This is an optimization exercise on Yosys and OpenROAD, whose aim is small area and a short achievable clock period, not a production implementation.
RTL that was checked went through simulation tests only; none was proved equivalent to the original.
Only the layout flow was run in run 2; the RTL was not checked for function there.

## flow/design.v (module list and top-level ports; edited modules follow where they fit)
// module ROTATING_VECTORING: 5480 lines
// module addc0: 20 lines
// module add01: 23 lines
module ROTATING_VECTORING(clk,xi,yi,xf,yf);
  // ...
==> flow/flow/run.sh <==
#!/bin/bash
# Own layout flow: the standard ORFS flow, with timing repair aimed at a
# slack margin below the clock period and stronger port buffers.
set -euo pipefail
export SETUP_SLACK_MARGIN=8.6
export BUFFER_PORTS_ARGS="-buffer_cell sky130_fd_sc_hd__buf_2"
export CTS_ARGS="-sink_clustering_enable -repair_clock_nets -dont_use_dummy_load -root_buf sky130_fd_sc_hd__clkbuf_16 -sink_clustering_size 12 -sink_clustering_max_diameter 50 -buf_list {sky130_fd_sc_hd__clkbuf_4 sky130_fd_sc_hd__clkbuf_8}"
bash standard.sh > standard_flow.log 2>&1
==> flow/standard.sh <==
#!/bin/bash
# synth_recipe.tcl (not shown) runs the flow's synth.tcl, then flattens the netlist and writes it again
# the make line also repeats each setting of config.mk as NAME=value (left out here)
make -C /OpenROAD-flow-scripts/flow DESIGN_CONFIG=/design/flow/config.mk WORK_HOME=/design/flow/orfs CLKGATE_MAP_FILE= SYNTH_SCRIPT=/design/flow/synth_recipe.tcl "${@:-finish}"
==> flow/config.mk <==
export PLATFORM = sky130hd
export DESIGN_NAME = ROTATING_VECTORING
export DESIGN_NICKNAME = ROTATING_VECTORING
export VERILOG_FILES = /design/flow/design.v
export SDC_FILE = /design/flow/constraint.sdc
export NUM_CORES = 4
export LEC_CHECK = 0
export CAP_MARGIN = 20
export CORE_MARGIN = 2
export CORE_UTILIZATION = 40
export SLEW_MARGIN = 20
export SYNTH_HIERARCHICAL = 1
==> flow/constraint.sdc <==
create_clock -name core_clock -period 12.0 [get_ports {clk}]
set_input_delay 2.4000 -clock core_clock [delete_from_list [all_inputs] [get_ports {clk}]]
set_output_delay 2.4000 -clock core_clock [all_outputs]
set_load 0.01 [all_outputs]
==> results.toml, run 1 <==
[die]
die_height_um = 299
num_rows = 108

[run_status]
status = "no timing/DRC/antenna violations"

[drt]
vias = 24200
dr_wl_met2_mm = 33.3
post-route-drc-count = 0
drtPass1Iterations = 5
ant_nets = 0

[global_route]
first_global_vias = 23700
grtUsageMet3 = 0.0212
grt_max_degree = 39
grt_pass1_wl_mm = 117
top_usage_layer = "met2"

[yosys]
yosysWarnings = 7
synth.avg_cell_area_sq_um = 9.35
yosys-top-cells-count = "dfxtp_1 (501), ha_1 (457), xnor2_1 (407)"
yosysMostFrequentCell = "dfxtp_1"
yosys.area_share.simple = 0.0963

[critical_path]
crit_buf_inv = 4
endpoint = "c0[10]$_DFF_P_"
reg2reg_to = "ry7r[15]$_DFF_P_"
cp_num_cells = 11
crit_arrival_ns = 4.02
critical_path.slowest_cell = "fa_2"
max_stage_delay_ns = 0.37

[final_layout]
drive_gt1_frac = 0.111
seqCellArea_sq_um = 10100
multi_input_area_share = 0.608
seq_share = 0.260

[sta]
holdWs_ns = 0.304
final_max_slew_viol_count = 0
fin_crit_ns = 3.52
worst_slack_ns = 8.48
max_clock_freq_mhz = 284

[place]
post-dp-hpwl_mm = 56.0
==> run 2: changes to the inputs <==
--- a/flow/design.v
+++ b/flow/design.v
@@ -1,22 +1,21 @@
 module ROTATING_VECTORING(clk,xi,yi,xf,yf);
  input clk;
  input [15:0] xi,yi;
  output [15:0] xf,yf;
-  reg [15:0] a0, b0, c0;    
+  reg [15:0] a0, b0, d0;    
   reg        n0;            
-  wire [15:0] a0n, b0n, c0n;
-  wire [15:0] d0n;
+  wire [15:0] a0n, b0n, d0n;
   addc0 u_b0(.a(xi), .b(yi), .ci(1'b0), .s(b0n));
-  add01 u_a0(.a(xi), .b(~yi), .s0(d0n), .s1(a0n));
-  assign c0n = ~d0n;
+  sub01 u_a0(.a(xi), .b(yi), .s0(d0n), .s1(a0n));
   always @(posedge clk) begin
-    a0 <= a0n; b0 <= b0n; c0 <= c0n; n0 <= yi[15];
+    a0 <= a0n; b0 <= b0n; d0 <= d0n; n0 <= yi[15];
   end
+  wire [15:0] c0 = ~d0;     
   wire [15:0] vx0 = n0 ? a0 : b0;
   wire [15:0] vy0 = n0 ? b0 : c0;
   reg [15:0] vx1r, vy1r;
   wire [15:0] vx1n_op = {{1{vy0[15]}}, vy0[15:1]} ^ {16{~(~vy0[15])}};
   wire [15:0] vy1n_op = {{1{vx0[15]}}, vx0[15:1]} ^ {16{~vy0[15]}};
   wire vx1n_ci = (vy0[15] & (|vy0[0:0])) ^ ~(~vy0[15]);
   wire vy1n_ci = (vx0[15] & (|vx0[0:0])) ^ (~vy0[15]);
   wire [15:0] vx1n_a = vx0;
@@ -5493,20 +5492,20 @@
           assign g[(l+1)*17+i] = g[l*17+i];
           assign p[(l+1)*17+i] = p[l*17+i];
         end
       end
     end
   endgenerate
   assign s = a ^ b ^ g[5*17+15:5*17];
 endmodule
-module add01(input [15:0] a, input [15:0] b, output [15:0] s0, output [15:0] s1);
+module sub01(input [15:0] a, input [15:0] b, output [15:0] s0, output [15:0] s1);
   wire [5*16-1:0] g, p;
-  assign g[15:0] = a & b;
-  assign p[15:0] = a ^ b;
+  assign g[15:0] = a & ~b;
+  assign p[15:0] = ~(a ^ b);
   genvar i, l;
   generate
     for (l = 0; l < 4; l = l + 1) begin : lv
       for (i = 0; i < 16; i = i + 1) begin : nd
         if (i >= (1 << l)) begin : c
           assign g[(l+1)*16+i] = g[l*16+i] | (p[l*16+i] & g[l*16+i-(1<<l)]);
           assign p[(l+1)*16+i] = p[l*16+i] & p[l*16+i-(1<<l)];
         end else begin : t
==> flow/flow/run.sh (replaced) <==
#!/bin/bash
# Own layout flow: the standard ORFS flow, with timing repair aimed at a
# slack margin below the clock period and stronger port buffers.
set -euo pipefail
export SETUP_SLACK_MARGIN=8.6
export BUFFER_PORTS_ARGS="-buffer_cell sky130_fd_sc_hd__buf_2"
export CTS_ARGS="-sink_clustering_enable -repair_clock_nets -dont_use_dummy_load -sink_clustering_size 12 -sink_clustering_max_diameter 50 -buf_list {sky130_fd_sc_hd__clkbuf_4 sky130_fd_sc_hd__clkbuf_8}"
bash standard.sh > standard_flow.log 2>&1
==> run 2 against run 1 <==
Against the previous run: global-route usage grew 0.19 points; fmax rose by 0.53%; worst hold slack improved by 0.025 ns; sequential share of layout area rose by 0.14 points; flip-flop and latch count unchanged; die area up 0.67%; register-to-register slack got worse by 0.17 ns; utilization is 0.40 points lower; critical path depth is 10 lower.
==> results.toml, run 2 <==
[critical_path]
crit_buf_inv = 1
max_stage_delay_ns = 0.31
critPathKind = "reg -> out"
cp_max_fo = 1
crit_arrival_ns = 1.10
worstPathCellList = "buf_2"
r2r_slack_ns = 8.57
required_ns = 9.60
cp-start-kind = "register"
cpLargestDelayFamily = "flip-flops"
worstSetupEndpointType = "primary output"
critical_path.slowest_cell = "dfxtp_1"

[flow_run]
cap_violations = 0

[final_layout]
most-common-layout-cells = "dfxtp_1 (477), xnor2_1 (437), ha_1 (433)"
fin_nets = 4378
layout_commonest_cell = "dfxtp_1"
final_core_utilization = 0.445
nFillCells = 8385
area_growth_pct = 10.4
drive_gt1_frac = 0.107
final_area_sq_um = 38600
final_cells = 4945

[clock_tree]
cts_htree_levels = 3
cts_sinks = 501
cts.clk_slew.worst_paths_ns = 0.07
cts_tree = "done"
cts_buffer_depth = 3
cts_made_buffers = 67
cts_hold_buf = 0
clk-insertion-delay-late_ns = 0.66
clockRootBuffer = "clkbuf_8"

[drt]
wirelength_mm = 70.9
routedLengthMet1_mm = 33.2
drt_iter0_markers = 840
vias = 24300
wl_per_cell_um = 14.3
vias_per_cell = 4.91
dr_wl_met2_mm = 33.7
ant_nets = 0
drtPass1Iterations = 5
post-route-drc-count = 0
highest_layer = "met4"
dr_wl_met3_mm = 1.79

[yosys]
synthMuxAreaShare = 0.0147
yosys.area_share.simple = 0.101
synthDominantCellAreaShare = 0.287
yosysWarnings = 7
synthAdderAreaFrac = 0.222
ys_top_cells_by_area = "dfxtp_1 (29%), ha_1 (16%), xnor2_1 (11%)"
synth_compound_area_frac = 0.159
synth_top_family_by_area = "adder cells"
synth_cell_type_count = 98
yosys-top-cells-count = "dfxtp_1 (501), ha_1 (457), xnor2_1 (438)"
seq_area_frac_synth = 0.287
netlist_area_sq_um = 34900
synth-seq-cells = 501
async_reset_ff_frac = 0
synth-edff-count = 0
yosysMostFrequentCell = "dfxtp_1"
yosys.area.top_type = "dfxtp_1"
synthXorXnorAreaFrac = 0.163
synth.avg_cell_area_sq_um = 9.41
ys.flop_type = "dfxtp_1"
syn_inst = 3711

[sta]
max_clock_freq_mhz = 286
hold_viol_final = 0
fin_setup_tns_ns = 0
finClkSkew_ns = 0.0772
slew_headroom = 0.388
worstMarginPinSlew_ns = 0.917
worst_slack_ns = 8.50
fin_crit_ns = 3.50
holdWs_ns = 0.328
min_period_over_period = 0.292
final_max_slew_viol_count = 0
setup_violations = 0
rsz0062_at_grt = "true"

[place]
routabilityCongestion = 0.842
post-dp-hpwl_mm = 57.2
post-place-ws_ns = 7.63
placed_cell_area_sq_um = 36900
portBuffers = 64
dp.cells = 4855

[die]
die_w_um = 300
die_height_um = 300
num_rows = 108
dieArea_sq_um = 89700
core_sq_um = 86600
ioPinCount = 65
initial_core_util = 0.403

[global_route]
antenna_found_initial = 1
grt_max_degree = 37
grt_pass1_wl_mm = 119
grt-ovfl-total = 0
first_global_vias = 24500
track_usage = 0.159

[worst_hold_path]
min_path_type = "reg -> reg"

[run_status]
status = "no timing/DRC/antenna violations"
## run 2: cell types whose count changed after synthesis, sizes merged, moves of 20 or more
cell	previous run	this run
and3	32	12
a21oi	222	172
a211o	23	3
nand2	141	101
nor2	173	268
xor2	287	208
a221o	1	21
o21ai	146	99
xnor2	408	439
nor2b	36	78
o21a	73	167
## run 2: repair_timing
item / in CTS / in global routing
gates resized for setup: 38 / 92
buffers inserted: 6 / 13
gates cloned: 1 / 1
endpoints found under the hold margin: 0 / 0
pin swaps: 1 / 14
setup endpoints to repair: 70 / 77
## run 2: Yosys stat by module, one instance, submodules excluded
| module | cell area (sq um) | times used | cells inside | flip-flops and latches |
|---|---|---|---|---|
| ROTATING_VECTORING | 32800 | 1 | 3436 | 501 |
| addc0 | 867 | 1 | 113 | 0 |
| sub01 | 1270 | 1 | 162 | 0 |
## run 2: final cells by class
cell class,instances,area (sq um),share of cell area
Tap cell,1155,1450,0.0375
Clock buffer,67,922,0.0239
Inverter,380,1490,0.0387
Sequential cell,501,10100,0.261
Multi-Input combinational cell,2738,23800,0.617
Antenna cell,2,5.00,0.000130
Timing Repair Buffer,102,842,0.0218
## run 2: final timing paths
path                   startpoint          endpoint  cells after the start
hold / removal      vd2_2$_DFF_P_     vd3_2$_DFF_P_                      0
hold reg to reg     vd2_2$_DFF_P_     vd3_2$_DFF_P_                      0
setup reg to reg       n0$_DFF_P_  vy1r[14]$_DFF_P_                     12
setup / recovery  ry7r[8]$_DFF_P_             yf[8]                      1
## run 2: logic make-up (layout without fill, tap and decap cells)
logic type | count (synthesis) | count (layout)
AO/OA/AOI/OAI | 768 | 768
XOR/XNOR | 647 | 647
adder cells (fa/ha/maj) | 563 | 563
buffers and inverters | 474 | 549
flip-flops | 501 | 501
multiplexers | 49 | 49
other | 2 | 6
AND/OR/NAND/NOR | 707 | 707
## run 2: metal layers
layer  vias up  global-route usage
met5         -                   0
met4         0              0.0579
met3       131              0.0188
met2       262               0.279
met1     11100               0.200
li1      12800                   -

-- afterwards: timing with drivers on the ports --
No port has a modelled driver above. Below, the same layouts with a new extraction and two added sets of constraints.
Step 1 (the two cells are an assumption about what drives the block):
set clk [get_ports {clk}]
set_driving_cell -lib_cell sky130_fd_sc_hd__clkbuf_16 $clk
set_driving_cell -lib_cell sky130_fd_sc_hd__buf_2 [delete_from_list [all_inputs] $clk]
Step 2 adds t to the input delays and takes it off the output delays; t is the mean of the earliest and latest rising clock arrival at the registers after step 1. Input paths then give back, and output paths get back, about the clock's delay inside the block.
Three values: ideal ports, drivers, drivers and shift; two values: the first two.
| run | shift t [ns] | slack for setup (ns) | worst setup path after step 2 | clock arrival spread, ns | slew at the worst register clock pin (ns) |
|---|---|---|---|---|---|
| run 1 | 0.616 | 8.483 / 8.503 / 7.887 | input to register | 0.105 / 0.104 | 0.08 / 0.08 |
| run 2 | 0.682 | 8.502 / 8.445 / 7.954 | input to register | 0.080 / 0.079 | 0.08 / 0.08 |
After both steps setup and hold are still met in every run listed. The setup slack of run 1, which loses most, moves by +0.020 ns with the drivers and by -0.596 ns with both steps.
